Context: an optimization exercise on an open-source flow, tuned for small area and a short achievable clock period. The choices shown serve that exercise and are no tape-out recipe. Only simulation tests tie the RTL to the original design; equivalence was not proved. Power and IR drop assume default switching activity.

oak:
==> flow/design.v <==
module mavg_pre_u #(parameter W = 20) (
	input  [W-1:0] a,
	input  [W-1:0] b,
	output [W-1:0] u
);
	assign u = ~(a ^ b);
endmodule
module mavg_pre_v #(parameter W = 20) (
	input  [W-1:0] a,
	input  [W-1:0] b,
	output [W-1:0] v
);
	assign v = a & ~b;
endmodule
module mavg_merge_s #(parameter W = 20) (
	input  [W-1:0] u,
	input  [W-1:0] c,
	output [W-1:0] sn
);
	assign sn = ~(u ^ c);
endmodule
module mavg_merge_k #(parameter W = 20) (
	input  [W-1:0] u,
	input  [W-1:0] v,
	input  [W-1:0] c,
	output [W-1:0] kn
);
	assign kn = {~(v[W-2:0] | (u[W-2:0] & c[W-2:0])), 1'b0};
endmodule
module mavg_prop #(parameter W = 20) (
	input  [W-1:0] sn,
	input  [W-1:0] kn,
	output [W-1:0] p
);
	assign p = sn ^ kn;
endmodule
module mavg_gen #(parameter W = 20) (
	input  [W-1:0] sn,
	input  [W-1:0] kn,
	output [W-1:0] g
);
	assign g = ~(sn | kn);
endmodule
module mavg_ks_inv #(parameter W = 20, parameter D = 1) (
	input  [W-1:0] g,
	input  [W-1:0] p,
	output [W-1:0] gn,
	output [W-1:0] pn
);
	genvar j;
	generate
		for (j = 0; j < W; j = j + 1) begin : b
			if (j >= D) begin : op
				assign gn[j] = ~(g[j] | (p[j] & g[j-D]));
				assign pn[j] = ~(p[j] & p[j-D]);
			end else begin : pass
				assign gn[j] = ~g[j];
				assign pn[j] = 1'b1;
			end
		end
	endgenerate
endmodule
module mavg_ks_true #(parameter W = 20, parameter D = 1) (
	input  [W-1:0] gn,
	input  [W-1:0] pn,
	output [W-1:0] g,
	output [W-1:0] p
);
	genvar j;
	generate
		for (j = 0; j < W; j = j + 1) begin : b
			if (j >= D) begin : op
				assign g[j] = ~(gn[j] & (pn[j] | gn[j-D]));
				assign p[j] = ~(pn[j] | pn[j-D]);
			end else begin : pass
				assign g[j] = ~gn[j];
				assign p[j] = 1'b0;
			end
		end
	endgenerate
endmodule
module mavg_sum #(parameter W = 20) (
	input  [W-1:0] p,
	input  [W-1:0] cn,
	input  [W-1:0] hold,
	input          en,
	output [W-1:0] s
);
	assign s = en ? (p ^ ~{cn[W-2:0], 1'b1}) : hold;
endmodule
module moving_avg_filter #(
	parameter WIDTH = 16,
	parameter N     = 16
)(
	input                         clk,
	input                         rst_n,
	input                         in_valid,
	input      signed [WIDTH-1:0] in_sample,
	output reg                    out_valid,
	output     signed [WIDTH-1:0] out_sample
);
	localparam SHIFT = 4;
	localparam W = WIDTH + SHIFT;
	reg [WIDTH-1:0] window [0:N-2];
	reg [WIDTH-1:0] oldest;   
	reg [SHIFT-1:0] count;    
	reg             full;     
	reg [W-1:0]     sum;
	wire fills = full | (&count);   
	wire [W-1:0] b = {{SHIFT{oldest[WIDTH-1]}}, oldest};
	wire [W-1:0] c = {{SHIFT{in_sample[WIDTH-1]}}, in_sample};
	wire [W-1:0] u, v, sn, kn, g0, p0, gn1, pn1, g2, p2, gn3, pn3, g4, p4, gn5, pn5, next_sum;
	mavg_pre_u             u_pru (.a(sum), .b(b), .u(u));
	mavg_pre_v             u_prv (.a(sum), .b(b), .v(v));
	mavg_merge_s           u_mgs (.u(u), .c(c), .sn(sn));
	mavg_merge_k           u_mgk (.u(u), .v(v), .c(c), .kn(kn));
	mavg_prop              u_prp (.sn(sn), .kn(kn), .p(p0));
	mavg_gen               u_gen (.sn(sn), .kn(kn), .g(g0));
	mavg_ks_inv  #(.D(1))  u_ks1 (.g(g0),   .p(p0),   .gn(gn1), .pn(pn1));
	mavg_ks_true #(.D(2))  u_ks2 (.gn(gn1), .pn(pn1), .g(g2),   .p(p2));
	mavg_ks_inv  #(.D(4))  u_ks3 (.g(g2),   .p(p2),   .gn(gn3), .pn(pn3));
	mavg_ks_true #(.D(8))  u_ks4 (.gn(gn3), .pn(pn3), .g(g4),   .p(p4));
	mavg_ks_inv  #(.D(16)) u_ks5 (.g(g4),   .p(p4),   .gn(gn5), .pn(pn5));
	mavg_sum               u_sum (.p(p0), .cn(gn5), .hold(sum), .en(in_valid), .s(next_sum));
	integer i;
	always @(posedge clk) begin
		if (in_valid) begin
			window[0] <= in_sample;
			for (i = 1; i < N-1; i = i + 1)
				window[i] <= window[i-1];
		end
	end
	always @(posedge clk or negedge rst_n) begin
		if (!rst_n) begin
			oldest    <= {WIDTH{1'b0}};
			sum       <= {W{1'b0}};
			count     <= {SHIFT{1'b0}};
			full      <= 1'b0;
			out_valid <= 1'b0;
		end else begin
			sum       <= next_sum;
			out_valid <= 1'b0;
			if (in_valid) begin
				oldest    <= fills ? window[N-2] : {WIDTH{1'b0}};
				count     <= count + 1'b1;
				if (&count) full <= 1'b1;
				out_valid <= fills;
			end
		end
	end
	assign out_sample = sum[W-1:SHIFT];
endmodule
module moving_avg_top #(
    parameter FILTER_TYPE =  0,     
    parameter WIDTH       = 16,
    parameter N           = 16,
    parameter SHIFT       =  4,
    parameter DO_ROUND    =  0,
    parameter K           =  3
)(
    input                     clk,
    input                     rst_n,
    input                     in_valid,
    input  signed [WIDTH-1:0] in_sample,
    output                    out_valid,
    output signed [WIDTH-1:0] out_sample
);
    wire                     out_valid_w;
    wire signed [WIDTH-1:0]  out_sample_w;
    generate
        if (FILTER_TYPE == 0) begin : gen_win_buffer
            moving_avg_filter #(
                .WIDTH (WIDTH),
                .N     (N)
            ) u_filter (
                .clk        (clk),
                .rst_n      (rst_n),
                .in_valid   (in_valid),
                .in_sample  (in_sample),
                .out_valid  (out_valid_w),
                .out_sample (out_sample_w)
            );
        end else begin : gen_default
            moving_avg_filter #(
                .WIDTH (WIDTH),
                .N     (N)
            ) u_filter (
                .clk        (clk),
                .rst_n      (rst_n),
                .in_valid   (in_valid),
                .in_sample  (in_sample),
                .out_valid  (out_valid_w),
                .out_sample (out_sample_w)
            );
        end
    endgenerate
    assign out_valid  = out_valid_w;
    assign out_sample = out_sample_w;
endmodule
clock: 4.8 ns
lec_check: 0
cap_margin: 20
core_margin: 2
core_utilization: 40
cts_buf_list: sky130_fd_sc_hd__clkbuf_16
cts_cluster_diameter: 100
cts_cluster_size: 24
setup_slack_margin: 2.4
slew_margin: 20
synth_hierarchical: 1
standard.sh (not shown) runs the stock make flow with config.mk's settings and CLKGATE_MAP_FILE= SYNTH_SCRIPT=/design/flow/synth_recipe.tcl, a recipe that flattens the netlist after the stock synthesis.
==> flow/flow/run.sh <==
#!/bin/bash
# The standard layout (standard.sh, unchanged synthesis), except that the
# port buffers that global placement inserts are plain buf_2 cells instead of
# the delay buffers buffer_ports picks by default.
set -euo pipefail
export BUFFER_PORTS_ARGS="-buffer_cell sky130_fd_sc_hd__buf_2"
bash standard.sh > flow_make.log 2>&1
Input changes introduced in pine (baseline for comparison: oak):
==> flow/design.v, changed modules only <==
module mavg_sum_n #(parameter W = 20) (
	input  [W-1:0] p,
	input  [W-1:0] cn,
	output [W-1:0] sn
);
	assign sn = p ^ {cn[W-2:0], 1'b1};
endmodule
module mavg_hold #(parameter W = 20) (
	input  [W-1:0] an,
	input  [W-1:0] bn,
	input          en,
	output [W-1:0] y
);
	assign y = ~(en ? an : bn);
endmodule
module moving_avg_filter #(
	parameter WIDTH = 16,
	parameter N     = 16
)(
	input                         clk,
	input                         rst_n,
	input                         in_valid,
	input      signed [WIDTH-1:0] in_sample,
	output reg                    out_valid,
	output     signed [WIDTH-1:0] out_sample
);
	localparam SHIFT = 4;
	localparam W = WIDTH + SHIFT;
	reg [WIDTH-1:0] window [0:N-2];
	reg [WIDTH-1:0] oldest;   
	reg [SHIFT-1:0] count;    
	reg             full;     
	reg [W-1:0]     sum;
	wire fills = full | (&count);   
	wire [W-1:0] b = {{SHIFT{oldest[WIDTH-1]}}, oldest};
	wire [W-1:0] c = {{SHIFT{in_sample[WIDTH-1]}}, in_sample};
	wire [W-1:0] next_sum_n, sum_n;
	wire [W-1:0] u, v, sn, kn, g0, p0, gn1, pn1, g2, p2, gn3, pn3, g4, p4, gn5, pn5, next_sum;
	mavg_pre_u             u_pru (.a(sum), .b(b), .u(u));
	mavg_pre_v             u_prv (.a(sum), .b(b), .v(v));
	mavg_merge_s           u_mgs (.u(u), .c(c), .sn(sn));
	mavg_merge_k           u_mgk (.u(u), .v(v), .c(c), .kn(kn));
	mavg_prop              u_prp (.sn(sn), .kn(kn), .p(p0));
	mavg_gen               u_gen (.sn(sn), .kn(kn), .g(g0));
	mavg_ks_inv  #(.D(1))  u_ks1 (.g(g0),   .p(p0),   .gn(gn1), .pn(pn1));
	mavg_ks_true #(.D(2))  u_ks2 (.gn(gn1), .pn(pn1), .g(g2),   .p(p2));
	mavg_ks_inv  #(.D(4))  u_ks3 (.g(g2),   .p(p2),   .gn(gn3), .pn(pn3));
	mavg_ks_true #(.D(8))  u_ks4 (.gn(gn3), .pn(pn3), .g(g4),   .p(p4));
	mavg_ks_inv  #(.D(16)) u_ks5 (.g(g4),   .p(p4),   .gn(gn5), .pn(pn5));
	mavg_sum_n             u_sum (.p(p0), .cn(gn5), .sn(next_sum_n));
	mavg_hold              u_hld (.an(next_sum_n), .bn(sum_n), .en(in_valid), .y(next_sum));
	assign sum_n = ~sum;
	integer i;
	always @(posedge clk) begin
		if (in_valid) begin
			window[0] <= in_sample;
			for (i = 1; i < N-1; i = i + 1)
				window[i] <= window[i-1];
		end
	end
	always @(posedge clk or negedge rst_n) begin
		if (!rst_n) begin
			oldest    <= {WIDTH{1'b0}};
			sum       <= {W{1'b0}};
			count     <= {SHIFT{1'b0}};
			full      <= 1'b0;
			out_valid <= 1'b0;
		end else begin
			sum       <= next_sum;
			out_valid <= 1'b0;
			if (in_valid) begin
				oldest    <= fills ? window[N-2] : {WIDTH{1'b0}};
				count     <= count + 1'b1;
				if (&count) full <= 1'b1;
				out_valid <= fills;
			end
		end
	end
	assign out_sample = sum[W-1:SHIFT];
endmodule
// module mavg_sum removed
## What came out
pine: no failed stages, no open violations at the end
Looking at oak and pine, the sequential cell area is a wash.
From oak to pine the numbers moved as follows: register share of total power now larger, maximum frequency has increased, slack of the worst reg-to-reg path rose 0.04 ns, total routed wirelength was more or less identical, proportion of power drawn by combinational gates shows a reduction of 6.0 points.
On sequential share of layout area, the higher figure sits with pine, not oak.
Between oak and pine, the global-route usage is higher for oak.
Going from oak to pine, number of buffers outside the clock class in the layout grew slightly.
Worst setup slack, oak and pine: smaller value in oak
The final reports for pine and oak show final period utilization lower in the former.
oak → pine: actual transition at the worst max-transition pin saw an increase, reported leakage power saw little to no change.

==> what the ideal ports hide <==
In the flow no input, the clock included, has a driving cell. The finished layouts below were timed again as built, in two steps.
Step 1, drivers: a clkbuf_16 drives clk and a buf_2 each remaining input, both assumed.
Step 2, shift: input delay + t, output delay - t, t = (earliest + latest rising clock arrival at the registers) / 2. This alone moves slack from input paths to output paths.
Three values: no drivers, after step 1, after step 2; two values: the first two.
run	shift t [ns]	slack for setup (ns)	hold slack, ns	latest minus earliest clock arrival (ns)	pins driven straight from the clock port
oak	0.520	2.418 / 2.418 / 1.959	0.410 / 0.410 / 0.410	0.015 / 0.016	1
pine	0.538	2.455 / 2.455 / 1.965	0.397 / 0.397 / 0.397	0.030 / 0.030	1
After both steps every run listed still meets setup and hold. The setup slack of pine, which loses most, moves by 0.000 ns with the drivers and by -0.490 ns with both steps.
